This design comes from an exercise in tuning for small area on the open sky130 flow, not from production work.
Only simulation tests tie the RTL to the original design; equivalence was not proved.

Setup of v23:
// Nco_Single_Gen
module Nco_Single_Gen(
    input wire clk,
    input wire rst_n,
    input wire ref_pps_pedge,
    input wire [15:0] init_phase,
    input wire DDS_enable,
    input wire DDS_CH_enable,
    input wire signed [7:0] DDS_scale,
    input wire [63:0] D_i,
    output wire [31:0] DDS_IQ_o
    );
    reg        en_d1;
    reg        pps_d1;
    reg        shock;
    reg [47:0] B;         
    reg [9:0]  acc_hi;    
    localparam K  = 6;
    localparam NB = 48 / K;
    wire [47:0] a = shock ? 48'd0 : B;
    wire [47:0] d = DDS_enable ? D_i[47:0] : 48'd0;
    wire [47:0] p = a ^ d;
    wire [47:0] g = a & d;
    wire [NB:0] C;
    wire [47:0] c;
    assign C[0] = 1'b0;
    genvar bk, j;
    generate for (bk = 0; bk < NB; bk = bk + 1) begin: blk
        wire [K:0] gg, pp;
        assign gg[0] = 1'b0;
        assign pp[0] = 1'b1;
        for (j = 0; j < K; j = j + 1) begin: bt
            assign gg[j+1] = g[bk*K+j] | (p[bk*K+j] & gg[j]);
            assign pp[j+1] = p[bk*K+j] & pp[j];
            assign c[bk*K+j] = gg[j] | (pp[j] & C[bk]);
        end
        assign C[bk+1] = gg[K] | (pp[K] & C[bk]);
    end endgenerate
    wire [47:0] sum = p ^ c;
    always @(posedge clk or negedge rst_n)
        if (!rst_n) begin
            en_d1  <= 1'b0;
            pps_d1 <= 1'b0;
            shock  <= 1'b0;
            B      <= 48'd0;
            acc_hi <= 10'd0;
        end else begin
            en_d1  <= DDS_CH_enable;
            pps_d1 <= ref_pps_pedge;
            if (DDS_CH_enable & ~en_d1)
                shock <= 1'b1;
            else if (pps_d1)
                shock <= 1'b0;
            B      <= sum;
            acc_hi <= a[47:38];
  ...
For scale: roughly 1,400 cells after synthesis, ~81 flip-flops.
Settings: LEC_CHECK=0, ABC_AREA=1, CAP_MARGIN=20, CORE_MARGIN=2, CORE_UTILIZATION=55, PLACE_DENSITY=0.7, SLEW_MARGIN=20, SYNTH_MEMORY_MAX_BITS=32768; clock period 8.0 ns.
standard.sh (not shown) runs the stock make flow with config.mk's settings and CLKGATE_MAP_FILE= SYNTH_SCRIPT=/design/flow/synth_recipe.tcl, a recipe that flattens the netlist after the stock synthesis.
==> flow/flow/run.sh <==
#!/bin/bash
# Standard layout, with one change to synthesis: the technology-mapping ABC
# script is flow/area.abc instead of ORFS's abc_area.script. Everything else
# (registers, flattening, renaming, floorplan to finish) is the standard flow.
set -euo pipefail
W=$(pwd)
# ORFS synthesis script with the ABC script replaced
sed 's#^source $::env(SCRIPTS_DIR)/synth_preamble.tcl#&\nset abc_args [lreplace $abc_args 1 1 $::env(MY_ABC)]#' \
    "$FLOW_HOME/scripts/synth.tcl" > "$W/orfs_synth.tcl"
grep -q 'MY_ABC' "$W/orfs_synth.tcl"
sed "s#source \$::env(SCRIPTS_DIR)/synth.tcl#source $W/orfs_synth.tcl#" synth_recipe.tcl > "$W/my_synth.tcl"
grep -q "orfs_synth.tcl" "$W/my_synth.tcl"
sed "s#$W/synth_recipe.tcl#$W/my_synth.tcl#" standard.sh > "$W/my_standard.sh"
grep -q "my_synth.tcl" "$W/my_standard.sh"
export MY_ABC="$W/flow/area.abc"
bash "$W/my_standard.sh" > "$W/flow_make.log" 2>&1
==> flow/flow/area.abc <==
strash
dch -f
amap
topo
stime -c
v23 closes out successfully: all stages finished, all timing, DRC and antenna checks passed.
[inputs] v48 vs v23
==> flow/run.sh (new file) <==
#!/bin/bash
# synth_recipe.tcl (not shown) runs the flow's synth.tcl, then flattens the netlist and writes it again
# the make line also repeats each setting of config.mk as NAME=value (left out here)
make -C /OpenROAD-flow-scripts/flow DESIGN_CONFIG=/design/flow/config.mk WORK_HOME=/design/flow/orfs CLKGATE_MAP_FILE= SYNTH_SCRIPT=/design/flow/synth_recipe.tcl finish
removed: flow/flow/run.sh
removed: flow/flow/area.abc
removed: flow/standard.sh
## What came out
- The area fraction of clock buffers and clock inverters on v23 is in line with that on v48.
- Delta (v48 minus v23): count of plain and timing-repair buffers fell by 38%, fraction of met2 tracks used by global routing rose by 2.1 points, maximum frequency rose by 7.2 MHz.
- Timing, DRC, antenna: 0 failures across v23 and v48
- v48 vs v23, launch point of the worst path: ph2[0]$_DFF_P_ vs DDS_enable
- Going from v23 to v48, post-route core utilization -12 points; post-CTS setup buffer count -6.
## Diff of input files: v35 against v48
==> flow/flow/run.sh (new file) <==
#!/bin/bash
# Standard layout, with one change to synthesis: the technology-mapping ABC
# script is flow/area.abc instead of ORFS's abc_area.script. Everything else
# (registers, flattening, renaming, floorplan to finish) is the standard flow.
set -euo pipefail
W=$(pwd)
# ORFS synthesis script with the ABC script replaced
sed 's#^source $::env(SCRIPTS_DIR)/synth_preamble.tcl#&\nset abc_args [lreplace $abc_args 1 1 $::env(MY_ABC)]#' \
    "$FLOW_HOME/scripts/synth.tcl" > "$W/orfs_synth.tcl"
grep -q 'MY_ABC' "$W/orfs_synth.tcl"
sed "s#source \$::env(SCRIPTS_DIR)/synth.tcl#source $W/orfs_synth.tcl#" synth_recipe.tcl > "$W/my_synth.tcl"
grep -q "orfs_synth.tcl" "$W/my_synth.tcl"
sed "s#$W/synth_recipe.tcl#$W/my_synth.tcl#" standard.sh > "$W/my_standard.sh"
grep -q "my_synth.tcl" "$W/my_standard.sh"
export MY_ABC="$W/flow/area.abc"
bash "$W/my_standard.sh" > "$W/flow_make.log" 2>&1
==> flow/flow/area.abc (new file) <==
strash
&get -n
&dch -f
&nf -R 1000
&put
topo
stime -c
==> flow/standard.sh (new file) <==
#!/bin/bash
# synth_recipe.tcl (not shown) runs the flow's synth.tcl, then flattens the netlist and writes it again
# the make line also repeats each setting of config.mk as NAME=value (left out here)
make -C /OpenROAD-flow-scripts/flow DESIGN_CONFIG=/design/flow/config.mk WORK_HOME=/design/flow/orfs CLKGATE_MAP_FILE= SYNTH_SCRIPT=/design/flow/synth_recipe.tcl "${@:-finish}"
removed: flow/run.sh
- Complete run, failing final checks: v35, reason setup timing.
- v35 — xor/xnor cell area share of the yosys netlist 4.0 points higher, v48 as reference
- Compared with v48, the detailed router inserted fewer vias in v35.
- As far as flip-flop and latch count after synthesis goes, v48 and v35 are indistinguishable; the numbers are identical.
- v35 vs v48: area of the die down by more than 10%
- Relative to v48, starting density of the core has increased by 0.23 points in v35.
- v35: share of the cycle needed by the critical path after routing higher than v48
> inputs changed (v35 -> v57)
Settings: a change of PLACE_DENSITY from 0.7 to 0.4; a change of CORE_UTILIZATION from 55 to 25.
==> flow/run.sh (new file) <==
#!/bin/bash
# synth_recipe.tcl (not shown) runs the flow's synth.tcl, then flattens the netlist and writes it again
# the make line also repeats each setting of config.mk as NAME=value (left out here)
make -C /OpenROAD-flow-scripts/flow DESIGN_CONFIG=/design/flow/config.mk WORK_HOME=/design/flow/orfs CLKGATE_MAP_FILE= SYNTH_SCRIPT=/design/flow/synth_recipe.tcl finish
removed: flow/flow/run.sh
removed: flow/flow/area.abc
removed: flow/standard.sh
--- outcome ---
v57 has growth of design area from synthesis to finish below what v35 had.
v57 vs v35: routed wire length up in v57
v35 had finished all stages when the layout checks came back failing, citing setup timing.
v57: flow completed, timing, DRC and antenna clean
Between v35 and v57, area after synthesis is lower for v35, v57 comes in above that.

* * *

Nco_Single_Gen, a different RTL version from the one above (not shown whole).
For scale: ~1400 cells after synthesis, roughly 130 I/O pins, roughly 8700 sq um of cells after synthesis.
## Nco_Single_Gen
module Nco_Single_Gen(
    input wire clk,
    input wire rst_n,
    input wire ref_pps_pedge,
    input wire [15:0] init_phase,
    input wire DDS_enable,
    input wire DDS_CH_enable,
    input wire signed [7:0] DDS_scale,
    input wire [63:0] D_i,
    output wire [31:0] DDS_IQ_o
    );
    reg        en_d1;
    reg        pps_d1;
    reg        shock;
    reg [47:0] B;         
    reg [9:0]  acc_hi;    
    wire [47:0] a = shock ? 48'd0 : B;
    wire [47:0] d = DDS_enable ? D_i[47:0] : 48'd0;
    wire [47:0] sum;
    nco_add48 add (.a(a), .b(d), .s(sum));
    always @(posedge clk or negedge rst_n)
        if (!rst_n) begin
            en_d1  <= 1'b0;
            pps_d1 <= 1'b0;
            shock  <= 1'b0;
            B      <= 48'd0;
            acc_hi <= 10'd0;
        end else begin
            en_d1  <= DDS_CH_enable;
            pps_d1 <= ref_pps_pedge;
            if (DDS_CH_enable & ~en_d1)
                shock <= 1'b1;
            else if (pps_d1)
                shock <= 1'b0;
            B      <= sum;
            acc_hi <= a[47:38];
        end
    reg [9:0] ph1;
    always @(posedge clk)
        ph1 <= acc_hi + init_phase[9:0];
    wire [7:0] j1 = ph1[7:0];
    wire [7:0] x1 = j1[7] ? (8'd0 - j1) : j1;
  ...
Settings: LEC_CHECK=0, ABC_AREA=1, CAP_MARGIN=10, CORE_MARGIN=2, CORE_UTILIZATION=65, CTS_BUF_LIST=sky130_fd_sc_hd__clkbuf_8, GPL_TIMING_DRIVEN=1, PLACE_DENSITY=0.8, SETUP_SLACK_MARGIN=0.1, SLEW_MARGIN=10, SYNTH_MEMORY_MAX_BITS=32768; clock period 8.0 ns.
==> flow/flow/run.sh <==
#!/bin/bash
# Standard layout, with changes to synthesis (technology mapping) and port buffers:
#  - the design is mapped with ABC script flow/area.abc (area-oriented amap)
#    instead of ORFS's abc_area.script;
#  - the carry-lookahead adder module nco_add48 (no registers) is kept apart
#    until mapping and mapped with flow/add.abc (amap without choice
#    computation), so that its lookahead structure survives; the design is
#    flattened afterwards as in the standard synthesis.
#  - Yosys's full/half-adder extraction (extract_fa with ADDER_MAP_FILE) is
#    skipped, so ABC maps all the logic.
# Port buffers are sky130_fd_sc_hd__buf_1 (buffer_ports -buffer_cell) rather than
# the tool's default choice; repair may still resize them.
# Registers, flattening, renaming and floorplan-to-finish are the standard flow.
set -euo pipefail
W=$(pwd)
sed -e 's#^source $::env(SCRIPTS_DIR)/synth_preamble.tcl#&\nset abc_args_add [lreplace $abc_args 1 1 $::env(MY_ABC_ADD)]\nset abc_args [lreplace $abc_args 1 1 $::env(MY_ABC)]#' \
    -e 's#^hierarchy -check -top $::env(DESIGN_NAME)#&\nsetattr -mod -set keep_hierarchy 1 nco_add48#' \
    -e 's#^  log_cmd abc {\*}$abc_args$#  log_cmd abc {*}$abc_args_add nco_add48\n  log_cmd abc {*}$abc_args $::env(DESIGN_NAME)#' \
    "$FLOW_HOME/scripts/synth.tcl" > "$W/orfs_synth.tcl"
test "$(grep -c 'MY_ABC\|nco_add48' "$W/orfs_synth.tcl")" -eq 4
sed "s#source \$::env(SCRIPTS_DIR)/synth.tcl#source $W/orfs_synth.tcl#" synth_recipe.tcl > "$W/my_synth.tcl"
grep -q "orfs_synth.tcl" "$W/my_synth.tcl"
sed -e "s#$W/synth_recipe.tcl#$W/my_synth.tcl#" -e 's#^make -C #make ADDER_MAP_FILE= -C #' standard.sh > "$W/my_standard.sh"
grep -q "my_synth.tcl" "$W/my_standard.sh"
grep -q "^make ADDER_MAP_FILE= -C " "$W/my_standard.sh"
export MY_ABC="$W/flow/area.abc"
export MY_ABC_ADD="$W/flow/add.abc"
export BUFFER_PORTS_ARGS="-buffer_cell sky130_fd_sc_hd__buf_1"
bash "$W/my_standard.sh" > "$W/flow_make.log" 2>&1
==> flow/flow/add.abc <==
strash
amap
topo
stime -c
==> flow/flow/area.abc <==
strash
dch -f
amap
topo
stime -c
Edit:
--- a/flow/flow/run.sh
+++ b/flow/flow/run.sh
@@ -2 +2 @@
-# Standard layout, with changes to synthesis (technology mapping) and port buffers:
+# Standard layout, with one change to synthesis: technology mapping.
@@ -6,2 +6,2 @@
-#    until mapping and mapped with flow/add.abc (amap without choice
-#    computation), so that its lookahead structure survives; the design is
+#    until mapping and mapped with flow/add.abc (a copy of ORFS's
+#    abc_area.script), so that its lookahead structure survives; the design is
@@ -9,2 +8,0 @@
-#  - Yosys's full/half-adder extraction (extract_fa with ADDER_MAP_FILE) is
-#    skipped, so ABC maps all the logic.
@@ -23 +21 @@
-sed -e "s#$W/synth_recipe.tcl#$W/my_synth.tcl#" -e 's#^make -C #make ADDER_MAP_FILE= -C #' standard.sh > "$W/my_standard.sh"
+sed "s#$W/synth_recipe.tcl#$W/my_synth.tcl#" standard.sh > "$W/my_standard.sh"
@@ -25 +22,0 @@
-grep -q "^make ADDER_MAP_FILE= -C " "$W/my_standard.sh"
==> flow/flow/add.abc (replaced) <==
strash
dch
map -B 0.9
topo
stime -c
buffer -c
upsize -c
dnsize -c
Settings changed: CAP_MARGIN 10 to 20, CORE_UTILIZATION 65 to 55, CTS_BUF_LIST sky130_fd_sc_hd__clkbuf_8 to unset, GPL_TIMING_DRIVEN 1 to 0, PLACE_DENSITY 0.8 to 0.7, SETUP_SLACK_MARGIN 0.1 to unset, SLEW_MARGIN 10 to 20.
=>
- global-route usage is lower by 7.5 points
- routed wire length rises by a few percent
- worst hold slack got worse by 11 ps
- clock skew is about the same
- worst setup slack degrades by 98 ps
- flip-flop and latch count stays the same
- maximum frequency decreases slightly
- utilization goes down by 13 points
Edit:
--- a/flow/flow/run.sh
+++ b/flow/flow/run.sh
@@ -2 +2 @@
-# Standard layout, with one change to synthesis: technology mapping.
+# Standard layout, with changes to synthesis (technology mapping) and port buffers:
@@ -6,2 +6,2 @@
-#    until mapping and mapped with flow/add.abc (a copy of ORFS's
-#    abc_area.script), so that its lookahead structure survives; the design is
+#    until mapping and mapped with flow/add.abc (amap without choice
+#    computation), so that its lookahead structure survives; the design is
@@ -8,0 +9,2 @@
+#  - Yosys's full/half-adder extraction (extract_fa with ADDER_MAP_FILE) is
+#    skipped, so ABC maps all the logic.
@@ -21 +23 @@
-sed "s#$W/synth_recipe.tcl#$W/my_synth.tcl#" standard.sh > "$W/my_standard.sh"
+sed -e "s#$W/synth_recipe.tcl#$W/my_synth.tcl#" -e 's#^make -C #make ADDER_MAP_FILE= -C #' standard.sh > "$W/my_standard.sh"
@@ -22,0 +25 @@
+grep -q "^make ADDER_MAP_FILE= -C " "$W/my_standard.sh"
==> flow/flow/add.abc (replaced) <==
strash
amap
topo
stime -c
Settings changed: CAP_MARGIN 20 to 10, CORE_UTILIZATION 55 to 65, CTS_BUF_LIST set to sky130_fd_sc_hd__clkbuf_8, PLACE_DENSITY 0.7 to 0.8, SETUP_SLACK_MARGIN set to 0.2, SLEW_MARGIN 20 to 10.
After rerunning: The changed run completed with no timing, DRC or antenna violations; routed wire length rises by 9.2%; via count increases by 12%; worst setup slack improved by 4.3 ps; cell area decreases by 7.1%.
Edit:
--- a/flow/flow/run.sh
+++ b/flow/flow/run.sh
@@ -2 +2 @@
-# Standard layout, with changes to synthesis (technology mapping) and port buffers:
+# Standard layout, with one change to synthesis: technology mapping.
@@ -6,2 +6,2 @@
-#    until mapping and mapped with flow/add.abc (amap without choice
-#    computation), so that its lookahead structure survives; the design is
+#    until mapping and mapped with flow/add.abc (a copy of ORFS's
+#    abc_area.script), so that its lookahead structure survives; the design is
@@ -9,2 +8,0 @@
-#  - Yosys's full/half-adder extraction (extract_fa with ADDER_MAP_FILE) is
-#    skipped, so ABC maps all the logic.
@@ -23 +21 @@
-sed -e "s#$W/synth_recipe.tcl#$W/my_synth.tcl#" -e 's#^make -C #make ADDER_MAP_FILE= -C #' standard.sh > "$W/my_standard.sh"
+sed "s#$W/synth_recipe.tcl#$W/my_synth.tcl#" standard.sh > "$W/my_standard.sh"
@@ -25 +22,0 @@
-grep -q "^make ADDER_MAP_FILE= -C " "$W/my_standard.sh"
==> flow/flow/add.abc (replaced) <==
strash
dch
map -B 0.9
topo
stime -c
buffer -c
upsize -c
dnsize -c
Settings changed: CAP_MARGIN 10 to 20, CORE_UTILIZATION 65 to 55, CTS_BUF_LIST sky130_fd_sc_hd__clkbuf_8 to unset, GPL_TIMING_DRIVEN 0 to unset, PLACE_DENSITY 0.8 to 0.7, SETUP_SLACK_MARGIN 0.2 to unset, SLEW_MARGIN 10 to 20.
=> The changed run finished with timing, DRC and antenna clean. Utilization shrinks by 10 points. Non-clock buffer count grows by 73. Routed wire length shrinks by a few percent. Via count shrinks by a little under a tenth.
Edit:
--- a/flow/flow/run.sh
+++ b/flow/flow/run.sh
@@ -6,2 +6,2 @@
-#    until mapping and mapped with flow/add.abc (a copy of ORFS's
-#    abc_area.script), so that its lookahead structure survives; the design is
+#    until mapping and mapped with flow/add.abc (amap without choice
+#    computation), so that its lookahead structure survives; the design is
==> flow/flow/add.abc (replaced) <==
strash
amap
topo
stime -c
Settings changed: GPL_TIMING_DRIVEN set to 0.
- maximum frequency went down by 5.4%
- synthesized cell count went down by 2.8%
- via count went down by 1.0%
- wire length went up by 1.6%
- hold slack got worse by 8.0 ps
- setup slack got worse by 420 ps
- die area went down by 2.2%
- clock-buffer cell count went down by 2
Edit:
Settings changed: CAP_MARGIN 20 to 10, CORE_UTILIZATION 55 to 65, PLACE_DENSITY 0.7 to 0.8, SLEW_MARGIN 20 to 10.
What happened: Cell area is lower by about 0.5%. Clock skew is about the same. First-iteration DRC count is higher by 71%. Global-route usage is higher by 9.9 points. Die area is lower by 15%. Non-clock buffer count is lower by 1.

[afterwards: timing with drivers on the ports]
The flow's constraints put no driver on any port. The routed layouts listed below were extracted and timed again, unchanged, in two steps. Step 1 (the two cells are an assumption about what drives the block):
set clk [get_ports {clk}]
set_driving_cell -lib_cell sky130_fd_sc_hd__clkbuf_16 $clk
set_driving_cell -lib_cell sky130_fd_sc_hd__buf_2 [delete_from_list [all_inputs] $clk]
Step 2 moves the port delays by t, midway between the first and last clock arrival at a register: inputs arrive t later, outputs are due t later. That takes back most of the time a late clock gives input paths. Three values: no drivers, after step 1, after step 2; two values: the first two.
run	shift t [ns]	slack for setup (ns)	worst hold slack (ns)
v23	0.382	0.115 / 0.113 / -0.269	0.326 / 0.326 / 0.326
v48	0.379	0.537 / 0.493 / 0.257	0.329 / 0.329 / 0.329
v35	0.390	-0.111 / -0.090 / -0.480	0.327 / 0.327 / 0.327
v57	0.377	0.732 / 0.692 / 0.658	0.325 / 0.325 / 0.325
the first run of note 2	0.393	0.569 / 0.535 / 0.928	0.376 / 0.376 / 0.376
the second run of note 2	0.382	0.471 / 0.431 / 0.813	0.365 / 0.365 / 0.365
the third run of note 2	0.387	0.475 / 0.441 / 0.130	0.374 / 0.374 / 0.374
the fourth run of note 2	0.372	0.667 / 0.626 / 0.998	0.375 / 0.375 / 0.375
the fifth run of note 2	0.372	0.250 / 0.209 / 0.581	0.367 / 0.367 / 0.367
the sixth run of note 2	0.381	0.389 / 0.351 / 0.189	0.367 / 0.367 / 0.367
Met with ideal ports but missed after step 2: setup timing in v23. The setup slack of v23, which loses most, moves by -0.002 ns with the drivers and by -0.384 ns with both steps.
